Source: an optimization exercise on an open RTL-to-GDS flow (aim: small area, a short achievable clock period and few clock cycles per item). Production flows keep margins and buffers that such runs may drop. Function was checked by simulation only, so behaviour that the tests miss may differ from the original. The clock port is modelled as an ideal driver; clocking choices that lean on that would not hold on a real chip. Power figures rest on the tool's default switching activity, not on a simulated workload.

==> flow/design.v, too long to show whole: its modules and the start of the top module <==
// module cnm_top: 1215 lines
// module cnm_fa: 4 lines
// module cnm_ha: 4 lines
// module cnm_hn: 4 lines
// module cnm_ao: 3 lines
// module cnm_an: 3 lines
// module cnm_x2: 3 lines
// module cnm_xn: 3 lines
// module cnm_or: 3 lines
module cnm_top (
    input  logic               clk,
    input  logic               rst,
    input  logic               in_valid,
    input  logic signed [7:0]  rea,
    input  logic signed [7:0]  ima,
    input  logic signed [7:0]  req,
    input  logic signed [7:0]  imq,
    output logic               out_valid,
    output logic signed [15:0] rep,
    output logic signed [15:0] imp
);
  // ...
==> flow/flow/run.sh <==
#!/bin/bash
# Own layout flow: the standard flow (standard synthesis, same steps and
# settings) with these changes:
#  - after the floorplan step, combinational cells that synthesis mapped at a
#    larger drive strength are set back to drive strength 1 (downsize.tcl);
#    the standard repair steps that follow upsize where timing needs it;
#  - the port buffers are the small sky130 buf_1 cell instead of the delay
#    cell buffer_ports picks by default (every input and output port still
#    gets its own buffer; repair may resize them);
#  - clock tree synthesis adds no dummy loads.
set -euo pipefail
export BUFFER_PORTS_ARGS="-buffer_cell sky130_fd_sc_hd__buf_1"
export CTS_ARGS="-sink_clustering_enable -repair_clock_nets -dont_use_dummy_load -buf_list {sky130_fd_sc_hd__clkbuf_4 sky130_fd_sc_hd__clkbuf_8}"
bash standard.sh floorplan > flow_make_floorplan.log 2>&1
RESULTS=orfs/results/$FLOW_PLATFORM/cnm_top/base \
LIB=$FLOW_HOME/platforms/$FLOW_PLATFORM/lib/sky130_fd_sc_hd__tt_025C_1v80.lib \
  openroad -no_init -exit flow/downsize.tcl > downsize.log 2>&1
touch orfs/results/$FLOW_PLATFORM/cnm_top/base/2_floorplan.odb
bash standard.sh > flow_make.log 2>&1
==> flow/flow/downsize.tcl <==
# Set every combinational cell of the synthesized, floorplanned design to its
# drive-strength-1 variant (same function and footprint family). The flow's
# later repair steps upsize again where timing needs it. Registers, clock and
# tap cells are left alone.
set results $::env(RESULTS)
read_liberty $::env(LIB)
read_db $results/2_floorplan.odb
set n 0
foreach inst [get_cells *] {
  set ref [get_property $inst ref_name]
  if {![regexp {^(sky130_fd_sc_hd__([a-z0-9]+))_([0-9]+)$} $ref -> base fn drive]} continue
  if {$drive <= 1} continue
  if {[regexp {^(df|ed|sd|dl|clk|tap|fill|decap|conb|probe|lpflow|buf|inv|bufinv|dly)} $fn]} continue
  set lc [get_lib_cells -quiet ${base}_1]
  if {$lc eq ""} continue
  replace_cell $inst $lc
  incr n
}
puts "downsized $n cells"
write_db $results/2_floorplan.odb
==> flow/standard.sh <==
#!/bin/bash
# synth_recipe.tcl (not shown) runs the flow's synth.tcl, then flattens the netlist and writes it again
# the make line also repeats each setting of config.mk as NAME=value (left out here)
make -C /OpenROAD-flow-scripts/flow DESIGN_CONFIG=/design/flow/config.mk WORK_HOME=/design/flow/orfs CLKGATE_MAP_FILE= SYNTH_SCRIPT=/design/flow/synth_recipe.tcl "${@:-finish}"
==> flow/config.mk <==
export PLATFORM = sky130hd
export DESIGN_NAME = cnm_top
export DESIGN_NICKNAME = cnm_top
export VERILOG_FILES = /design/flow/design.v
export SDC_FILE = /design/flow/constraint.sdc
export NUM_CORES = 4
export LEC_CHECK = 0
export CAP_MARGIN = 20
export CORE_MARGIN = 2
export CORE_UTILIZATION = 40
export CTS_BUF_LIST = sky130_fd_sc_hd__clkbuf_4 sky130_fd_sc_hd__clkbuf_8
export SETUP_SLACK_MARGIN = 4.5
export SLEW_MARGIN = 20
export SYNTH_HIERARCHICAL = 1
==> flow/constraint.sdc <==
create_clock -name core_clock -period 7.0 [get_ports {clk}]
set_input_delay 1.4000 -clock core_clock [delete_from_list [all_inputs] [get_ports {clk}]]
set_output_delay 1.4000 -clock core_clock [all_outputs]
set_load 0.01 [all_outputs]
==> metrics.csv, run 1 <==
stage;metric;value;unit
setup_path;r2r-end;imp_s438_q1_618$_DFF_P_;
detailed_routing;met2RoutedLength;9.66;mm
yosys;synth_cell_type_count;26;
setup_path;arrival;2740;ps
yosys;synth_flop_cell;dfxtp_1;
final_layout;fillCellCount;2384;
outcome;status;finished clean;
sta;hold_slack;333;ps
final_layout;clkCellAreaFrac;0.0232;
final_layout;num-nonclk-inverters;20;
cts;cts_buffers;17;
cts;cts_tree;done;
power_and_ir_drop;ir_worst_vdd;0.217;mV
placement;placed_area;9730;um2
floorplanning;num_tap_cells;324;
yosys;synth_nets;992;
flow_run;cap_violations;0;
power_and_ir_drop;p_seq_frac;0.316;
sta;worst_pin_slew;759;ps
floorplanning;die_w;161;um
power_and_ir_drop;p_leak;3.82;nW
yosys;synth_simple_gate_area_share;0.0435;
cts;clkTransAtPathRegs;70;ps
yosys;synth_top_family_by_area;adder cells;
grt;grtUsageTotal;0.166;
Testbench counts, summed over its fixed seeds: cycles 16,024, items 16,000.
==> run 2, diff against run 1 <==
--- a/flow/design.v
+++ b/flow/design.v
@@ -1231,9 +1231,6 @@
 module cnm_an (input logic a, input logic b, output logic y);
     assign y = a & b;
 endmodule
-module cnm_x2 (input logic a, input logic b, output logic y);
-    assign y = a ^ b;
-endmodule
 module cnm_xn (input logic a, input logic b, output logic y);
     assign y = ~(a ^ b);
 endmodule
==> metrics.csv, run 2 <==
stage;metric;value;unit;change
yosys;synth_nets;992;;unchanged
detailed_routing;wl_met1;8.69;mm;
cts;cts_tree;done;;
floorplanning;initial_utilization;0.406;;
power_and_ir_drop;power_density;457;nW/um2;
grt;grt_pass1_vias;6230;;
floorplanning;coreArea;24200;um2;
cts;clkTransAtPathRegs;70;ps;about the same
sta;setup_viol;0;;
yosys;async_flop_share;0;;
yosys;synth_top_area_frac;0.311;;
sta;fin_crit_sh;0.348;;
setup_path;rrSetupSlack;4570;ps;
power_and_ir_drop;p_leak;3.82;nW;unchanged
floorplanning;dieArea;25900;um2;
yosys;synth-seq-cells;153;;
setup_path;crit_family;adder cells;;
cts;clk-insertion-delay-late;450;ps;
min_path;holdPathStages;0;;
floorplanning;pin_count;68;;
sta;fmax;411;MHz;
final_layout;final_cell_mix;xnor2_1, dfxtp_1, a22oi_1;;
sta;finalSetupTns;0;ps;
detailed_routing;route.detailed.drc;0;;
cts;cts_root_buffer;clkbuf_8;;
final_layout;top_regs;imp x16, rep x16;;
placement;hpwl;14.3;mm;
setup_path;r2r-start;imq_two_r[1]$_DFF_P_;;
sta;min_period;2430;ps;
placement;routabilityCongestion;0.895;;
final_layout;diodes;0;;
yosys;synth_cell_type_count;26;;unchanged
final_layout;fin_nets;1016;;
placement;pre_cts_slack;4130;ps;
setup_path;cp-end-kind;flip-flop;;
setup_path;worstSetupStartpointType;flip-flop;;
yosys;ys_warn_count;7;;
yosys;synth_edf_count;0;;
cts;cts_buffers;17;;unchanged
sta;worst_pin_slew;759;ps;unchanged
detailed_routing;drt_iter0_drc;406;;
cts;htreeDepth;4;;
setup_path;max_stage_delay;560;ps;
yosys;yosysTopAreaCell;dfxtp_1;;
cts;post-cts-setup-buffers;0;;
detailed_routing;drt-vias-per-instance;5.06;;
setup_path;cp_max_fo;16;;
grt;grt_max_degree;24;;
min_path;min_from;n559_q1_641$_DFF_P_;;
grt;antenna_found_initial;0;;
yosys;synth_flop_cell;dfxtp_1;;
yosys;netlist_top_cells_count;xnor2_1, dfxtp_1, fa_1;;
setup_path;critPathRequiredTime;7310;ps;
floorplanning;num_rows;57;;
final_layout;synthToLayoutAreaGrowth;2.58;%;
min_path;hold_path_class;flip-flop to flip-flop;;
detailed_routing;num_vias;5911;;
setup_path;worstPathCellList;a22oi_1, xnor2_1, fa_1, fa_1, fa_1;;
floorplanning;die_w;161;um;unchanged
grt;grtUsageTotal;0.166;;unchanged
yosys;netlist_instances;823;;
sta;worst_slack;4570;ps;
outcome;status;finished clean;;
power_and_ir_drop;ir_worst_vdd;0.217;mV;unchanged
flow_run;cap_violations;0;;unchanged
grt;grt.overflow.total;0;;
detailed_routing;dr.pass1.iters;6;;
yosys;yosysMostFrequentCell;xnor2_1;;
yosys;syn_area;9840;um2;
setup_path;r2r-end;imp_s438_q1_618$_DFF_P_;;
setup_path;critPathSlowestCell;dfxtp_2;;
yosys;synth.avg_cell_area;12.0;um2;
sta;finalHoldViolCount;0;;
yosys;ys_seq_area_frac;0.311;;
setup_path;crit_top_cell;fa_1;;
floorplanning;die_height;161;um;
min_path;worst_hold_path.endpoint;imp[0]$_DFF_P_;;
detailed_routing;top_layer;met4;;
sta;drv_slew;0;;
setup_path;cp_num_buf_inv;0;;
sta;relSlewSlack;0.494;;
cts;ctsHoldBuffers;0;;
detailed_routing;wirelength;20.4;mm;
detailed_routing;ant_nets;0;;
final_layout;drive_gt1_frac;0.0734;;
yosys;ys_top_cells_by_area;dfxtp_1, fa_1, xnor2_1;;
detailed_routing;wl_per_cell;17.4;um;
final_layout;final_common_cell;xnor2_1;;
cts;cts_buffer_depth;2;;
grt;grt_pass1_wl;33.3;mm;
setup_path;reg2regPathDepth;5;;
cts;cts.sinks;153;;
sta;skew;33.5;ps;
setup_path;arrival;2740;ps;about the same
placement;io_buffers;67;;
sta;rsz0062_at_grt;false;;
setup_path;worstSetupPathType;flip-flop to flip-flop;;
detailed_routing;met2RoutedLength;9.66;mm;unchanged
detailed_routing;met3_length;1.46;mm;
run 2: report_power, final:
part	switching, W	internal (W)	leakage [nW]
logic	0.00129	0.00138	2.40
clock network	0.000270	0.000214	0.122
registers	0.000200	0.00126	1.30
run 2: per-module statistics from Yosys (local to each module, per instance), excerpt:
module / times used / flip-flops and latches / cells / area, um2
cnm_top: 1 / 153 / 559 / 6400
cnm_fa: 104 / 0 / 1 / 20.0
cnm_ha: 30 / 0 / 1 / 12.5
cnm_xn: 48 / 0 / 1 / 8.76
cnm_ao: 40 / 0 / 1 / 7.51
cnm_an: 18 / 0 / 1 / 6.26
cnm_or: 24 / 0 / 1 / 6.26
run 2: layout make-up:
type,count,area (um2)
Fill cell,2384,14200
Timing Repair Buffer,72,300
Clock buffer,17,234
Multi-Input combinational cell,583,5900
Inverter,20,85.1
Tap cell,324,405
Sequential cell,153,3170
run 2: worst register-to-register path, delay by kind of cell (launching register included):
kind	cells	cell delay (ps)
xor gates and xnor gates	1	220
AOI/OAI and AO/OA	1	150
adders and majority gates	3	1390
DFF	1	560
run 2: worst max path at each step:
| stage | start | end | slack (ps) | cells past startpoint |
|---|---|---|---|---|
| 2_1_floorplan | req_nneg_r[1]$_DFF_P_ | rep_s163_q1_580$_DFF_P_ | 4640 | 6 |
| 3_3_place_gp | imq_nneg_r[3]$_DFF_P_ | rep_s161_q1_577$_DFF_P_ | 4150 | 5 |
| 3_5_place_dp | imq_nneg_r[3]$_DFF_P_ | rep_s161_q1_577$_DFF_P_ | 4130 | 5 |
| 4_1_cts | req_one_r[0]$_DFF_P_ | rep_s161_q1_577$_DFF_P_ | 4480 | 5 |
| 5_1_grt | req_one_r[0]$_DFF_P_ | rep_s161_q1_577$_DFF_P_ | 4500 | 5 |
| 6_report | imq_two_r[1]$_DFF_P_ | imp_s438_q1_618$_DFF_P_ | 4570 | 5 |
run 2: per-stage QoR:
step | power [W] | area (um2) | instances | util | hold WS, ps
after global routing | 0.00515 | 10100 | 1169 | 0.416 | 345
after floorplan | 0.00360 | 9840 | 823 | - | 310
final | 0.00461 | 10100 | 1169 | 0.416 | 333
after global placement | 0.00417 | 9730 | 1152 | 0.401 | 311
after detailed placement | 0.00419 | 9730 | 1152 | 0.401 | 314
after CTS | 0.00470 | 10000 | 1169 | 0.413 | 338
run 2: cells by family (layout without fill, tap and decap cells):
| family | count (synthesis) | in the layout | synth area share |
|---|---|---|---|
| XOR/XNOR | 200 | 200 | 0.178 |
| AND/OR/NAND/NOR | 75 | 75 | 0.0435 |
| buffers and inverters | 87 | 109 | 0.0685 |
| flip-flops | 153 | 153 | 0.311 |
| adder cells (fa/ha/maj) | 134 | 134 | 0.250 |
| AO/OA/AOI/OAI | 174 | 174 | 0.149 |
run 2: routing by layer:
layer	vias to the layer above	GRT usage
li1	2752	-
met1	2893	0.213
met2	234	0.271
met3	32	0.0382
met4	0	0.0674
met5	-	0
run 2: timing repair:
action,in CTS,in global routing
setup endpoints to repair,30,16
hold endpoints to repair,0,0
resized for setup,38,30
Testbench counts of run 2, summed over its fixed seeds: cycles 16,024, items 16,000.
==> run 3, diff against run 2 <==
--- a/flow/design.v
+++ b/flow/design.v
@@ -1231,6 +1231,9 @@
 module cnm_an (input logic a, input logic b, output logic y);
     assign y = a & b;
 endmodule
+module cnm_x2 (input logic a, input logic b, output logic y);
+    assign y = a ^ b;
+endmodule
 module cnm_xn (input logic a, input logic b, output logic y);
     assign y = ~(a ^ b);
 endmodule
==> flow/flow/run.sh (replaced) <==
#!/bin/bash
# Own layout flow: the standard flow (standard synthesis, same steps and
# settings) with these changes:
#  - after the floorplan step and again after clock tree synthesis, logic cells that synthesis mapped at a
#    larger drive strength are set back to drive strength 1 (downsize.tcl);
#    the standard repair steps that follow upsize where timing needs it;
#  - the port buffers are the small sky130 buf_1 cell instead of the delay
#    cell buffer_ports picks by default (every input and output port still
#    gets its own buffer; repair may resize them);
#  - clock tree synthesis adds no dummy loads.
set -euo pipefail
export BUFFER_PORTS_ARGS="-buffer_cell sky130_fd_sc_hd__buf_1"
export CTS_ARGS="-sink_clustering_enable -repair_clock_nets -dont_use_dummy_load -buf_list {sky130_fd_sc_hd__clkbuf_4 sky130_fd_sc_hd__clkbuf_8}"
bash standard.sh floorplan > flow_make_floorplan.log 2>&1
R=orfs/results/$FLOW_PLATFORM/cnm_top/base
export RESULTS=$R LIB=$FLOW_HOME/platforms/$FLOW_PLATFORM/lib/sky130_fd_sc_hd__tt_025C_1v80.lib
DB=2_floorplan.odb openroad -no_init -exit flow/downsize.tcl > downsize_floorplan.log 2>&1
touch $R/2_floorplan.odb
bash standard.sh cts > flow_make_cts.log 2>&1
DB=4_cts.odb openroad -no_init -exit flow/downsize.tcl > downsize_cts.log 2>&1
touch $R/4_cts.odb
bash standard.sh > flow_make.log 2>&1
--- a/flow/flow/downsize.tcl
+++ b/flow/flow/downsize.tcl
@@ -4,7 +4,8 @@
 # tap cells are left alone.
 set results $::env(RESULTS)
 read_liberty $::env(LIB)
-read_db $results/2_floorplan.odb
+set db $::env(DB)
+read_db $results/$db
 set n 0
 foreach inst [get_cells *] {
   set ref [get_property $inst ref_name]
@@ -17,4 +18,4 @@
   incr n
 }
 puts "downsized $n cells"
-write_db $results/2_floorplan.odb
+write_db $results/$db
==> metrics.csv, run 3 <==
stage;metric;value;unit;change
outcome;status;finished clean;;
detailed_routing;num_vias;5911;;unchanged
yosys;synth_cell_type_count;26;;unchanged
final_layout;fin_nets;1016;;unchanged
yosys;synthMuxAreaShare;0;;unchanged
yosys;ys_top_cells_by_area;dfxtp_1, fa_1, xnor2_1;;
placement;io_buffers;67;;unchanged
setup_path;cp-end-kind;flip-flop;;
power_and_ir_drop;power_density;457;nW/um2;unchanged
power_and_ir_drop;ir_worst_vdd;0.217;mV;unchanged
yosys;synth-xor-area-share;0.178;;unchanged
power_and_ir_drop;power;0.00461;W;unchanged
power_and_ir_drop;internal_power;0.00285;W;unchanged
cts;cts_buffer_depth;2;;unchanged
sta;skew;33.5;ps;unchanged
floorplanning;num_rows;57;;unchanged
sta;finalHoldViolCount;0;;unchanged
grt;grt.overflow.total;0;;unchanged
power_and_ir_drop;p_leak;3.82;nW;unchanged
grt;grt_pass1_vias;6230;;unchanged
cts;cts.sinks;153;;unchanged
yosys;synth_fa_ha_area_frac;0.250;;unchanged
yosys;synth-compound-area-share;0.149;;unchanged
power_and_ir_drop;p_sw;0.00176;W;unchanged
detailed_routing;drt_iter0_drc;406;;unchanged
floorplanning;initial_utilization;0.406;;unchanged
floorplanning;die_w;161;um;unchanged
grt;grt_max_degree;24;;unchanged
grt;grtUsageTotal;0.166;;unchanged
yosys;ys_seq_area_frac;0.311;;unchanged
cts;clkTransAtPathRegs;70;ps;about the same
placement;placed_area;9730;um2;unchanged
setup_path;crit_top_cell;fa_1;;
min_path;hold_path_class;flip-flop to flip-flop;;
final_layout;synthToLayoutAreaGrowth;2.58;%;unchanged
setup_path;r2r-start;imq_two_r[1]$_DFF_P_;;
yosys;netlist_instances;823;;unchanged
final_layout;drive_gt1_frac;0.0734;;unchanged
cts;htreeDepth;4;;unchanged
yosys;synth_flop_cell;dfxtp_1;;
setup_path;reg2regPathDepth;5;;unchanged
flow_run;cap_violations;0;;unchanged
yosys;synth_top_area_frac;0.311;;unchanged
cts;cts_root_buffer;clkbuf_8;;
yosys;synth.avg_cell_area;12.0;um2;unchanged
yosys;async_flop_share;0;;unchanged
yosys;ys_warn_count;7;;unchanged
setup_path;critPathSlowestCell;dfxtp_2;;
setup_path;critPathRequiredTime;7310;ps;about the same
yosys;synth_nets;992;;unchanged
sta;rsz0062_at_grt;false;;
grt;antenna_found_initial;0;;unchanged
final_layout;top_regs;imp x16, rep x16;;
power_and_ir_drop;p_sw_frac;0.382;;unchanged
min_path;worst_hold_path.endpoint;imp[0]$_DFF_P_;;
final_layout;final_area;10100;um2;unchanged
setup_path;r2r-end;imp_s438_q1_618$_DFF_P_;;
floorplanning;pin_count;68;;unchanged
cts;cts_buffers;17;;unchanged
floorplanning;coreArea;24200;um2;unchanged
sta;fin_crit_sh;0.348;;unchanged
detailed_routing;ant_nets;0;;unchanged
sta;setup_viol;0;;unchanged
setup_path;worstSetupStartpointType;flip-flop;;
floorplanning;dieArea;25900;um2;unchanged
yosys;synth_simple_gate_area_share;0.0435;;unchanged
power_and_ir_drop;p_seq_frac;0.316;;about the same
yosys;yosysTopAreaCell;dfxtp_1;;
detailed_routing;drt-vias-per-instance;5.06;;unchanged
power_and_ir_drop;combPwrFrac;0.579;;about the same
yosys;yosysMostFrequentCell;xnor2_1;;
yosys;netlist_top_cells_count;xnor2_1, dfxtp_1, fa_1;;
final_layout;fillCellCount;2384;;unchanged
power_and_ir_drop;power_frac_clock;0.105;;about the same
sta;worst_pin_slew;759;ps;unchanged
min_path;holdPathStages;0;;unchanged
final_layout;diodes;0;;unchanged
detailed_routing;dr.pass1.iters;6;;unchanged
setup_path;max_stage_delay;560;ps;about the same
sta;finalSetupTns;0;ps;unchanged
cts;clk-insertion-delay-late;450;ps;about the same
grt;grt_pass1_wl;33.3;mm;unchanged
cts;cts_tree;done;;
cts;post-cts-setup-buffers;0;;unchanged
yosys;syn_area;9840;um2;unchanged
setup_path;rrSetupSlack;4570;ps;about the same
setup_path;arrival;2740;ps;about the same
sta;fmax;411;MHz;unchanged
detailed_routing;route.detailed.drc;0;;unchanged
yosys;synth_top_family_by_area;adder cells;;
setup_path;cp_max_fo;16;;unchanged
yosys;synth-seq-cells;153;;unchanged
floorplanning;die_height;161;um;unchanged
sta;relSlewSlack;0.494;;unchanged
min_path;min_from;n559_q1_641$_DFF_P_;;
detailed_routing;wl_per_cell;17.4;um;unchanged
setup_path;worstPathCellList;a22oi_1, xnor2_1, fa_1, fa_1, fa_1;;
detailed_routing;wirelength;20.4;mm;unchanged
final_layout;final_common_cell;xnor2_1;;
placement;hpwl;14.3;mm;unchanged
setup_path;worstSetupPathType;flip-flop to flip-flop;;
yosys;synth_edf_count;0;;unchanged
placement;routabilityCongestion;0.895;;unchanged
sta;min_period;2430;ps;unchanged
sta;drv_slew;0;;unchanged
final_layout;final_cell_mix;xnor2_1, dfxtp_1, a22oi_1;;
-- run 3: cell counts after synthesis --
No cell type changed its count.
-- run 3: layer usage --
| layer | track usage | vias to the layer above | part of all wire |
|---|---|---|---|
| met1 | 0.213 | 2893 | 0.43 |
| li1 | - | 2752 | - |
| met5 | 0 | - | 0 |
| met2 | 0.271 | 234 | 0.47 |
| met3 | 0.0382 | 32 | 0.072 |
| met4 | 0.0674 | 0 | 0.028 |
-- run 3: power groups by stage --
stage | Clock (W) | Sequential (W) | Combinational (W)
3_5_place_dp | 0 | 0.00149 | 0.00270
3_3_place_gp | 0 | 0.00148 | 0.00268
5_1_grt | 0.000550 | 0.00150 | 0.00309
4_1_cts | 0.000518 | 0.00147 | 0.00271
6_report | 0.000484 | 0.00146 | 0.00267
2_1_floorplan | 0 | 0.00145 | 0.00216
-- run 3: per-stage QoR --
step | instances | hold slack [ps] | utilization | setup WS, ps
CTS | 1169 | 338 | 0.413 | 4480
global route | 1169 | 345 | 0.416 | 4500
global placement | 1152 | 311 | 0.401 | 4150
detailed placement | 1152 | 314 | 0.401 | 4130
floorplan | 823 | 310 | - | 4640
finish | 1169 | 333 | 0.416 | 4570
-- run 3: area by class of cell --
class	instances	area [um2]	area share
timing repair buffer	72	300	0.0297
sequential	153	3170	0.314
clock buffer	17	234	0.0232
tap	324	405	0.0402
inverter	20	85.1	0.00843
multi-input combinational	583	5900	0.584
-- run 3: logic make-up after synthesis --
family | count (synthesis)
XOR/XNOR | 200
adder cells (fa/ha/maj) | 134
buffers and inverters | 87
flip-flops | 153
AO/OA/AOI/OAI | 174
AND/OR/NAND/NOR | 75
-- run 3: how the worst max path moves through the flow --
stage / depth (start not counted) / slack, ps / startpoint / end
final: 5 / 4570 / imq_two_r[1]$_DFF_P_ / imp_s438_q1_618$_DFF_P_
after global routing: 5 / 4500 / req_one_r[0]$_DFF_P_ / rep_s161_q1_577$_DFF_P_
after CTS: 5 / 4480 / req_one_r[0]$_DFF_P_ / rep_s161_q1_577$_DFF_P_
after detailed placement: 5 / 4130 / imq_nneg_r[3]$_DFF_P_ / rep_s161_q1_577$_DFF_P_
after global placement: 5 / 4150 / imq_nneg_r[3]$_DFF_P_ / rep_s161_q1_577$_DFF_P_
after floorplan: 6 / 4640 / req_nneg_r[1]$_DFF_P_ / rep_s163_q1_580$_DFF_P_
-- run 3: repair_timing --
item | in CTS | in global routing
hold endpoints to repair | 0 | 0
setup endpoints to repair | 30 | 16
resized for setup | 38 | 30
pin swaps | 0 | 0
hold buffers | 0 | 0
-- run 3: critical path: cells and delay by family (launching register included) --
kind            cells  cell delay [ps]
flops               1              560
fa+ha+maj           3             1390
compound gates      1              140
xor+xnor            1              220
-- run 3: modules after synthesis, one instance, submodules excluded, a selection --
module	flops+latches	copies in the design
cnm_ao	0	40
cnm_ha	0	30
cnm_xn	0	48
cnm_fa	0	104
cnm_or	0	24
cnm_an	0	18
cnm_top	153	1
Testbench counts of run 3, summed over its fixed seeds: cycles 16,024, items 16,000.

==> afterwards: timing with drivers on the ports <==
How much do the figures lean on ideal ports? The routed layouts below were timed once more, with nothing changed but the port constraints. Step 1 (the two cells are an assumption about what drives the block):
set clk [get_ports {clk}]
set_driving_cell -lib_cell sky130_fd_sc_hd__clkbuf_16 $clk
set_driving_cell -lib_cell sky130_fd_sc_hd__buf_2 [delete_from_list [all_inputs] $clk]
Step 2, shift: input delay + t, output delay - t, t = (earliest + latest rising clock arrival at the registers) / 2. This alone moves slack from input paths to output paths. a / b / c = ideal / step 1 / step 2; a / b = the first two.
run	shift t [ns]	setup slack, ns	worst register clock-pin slew, ns	pins driven straight from the clock port
run 1	0.472	4.567 / 4.567 / 4.567	0.09 / 0.09	1
run 2	0.472	4.567 / 4.567 / 4.567	0.09 / 0.09	1
run 3	0.472	4.567 / 4.567 / 4.567	0.09 / 0.09	1
After both steps every run listed still meets setup and hold.
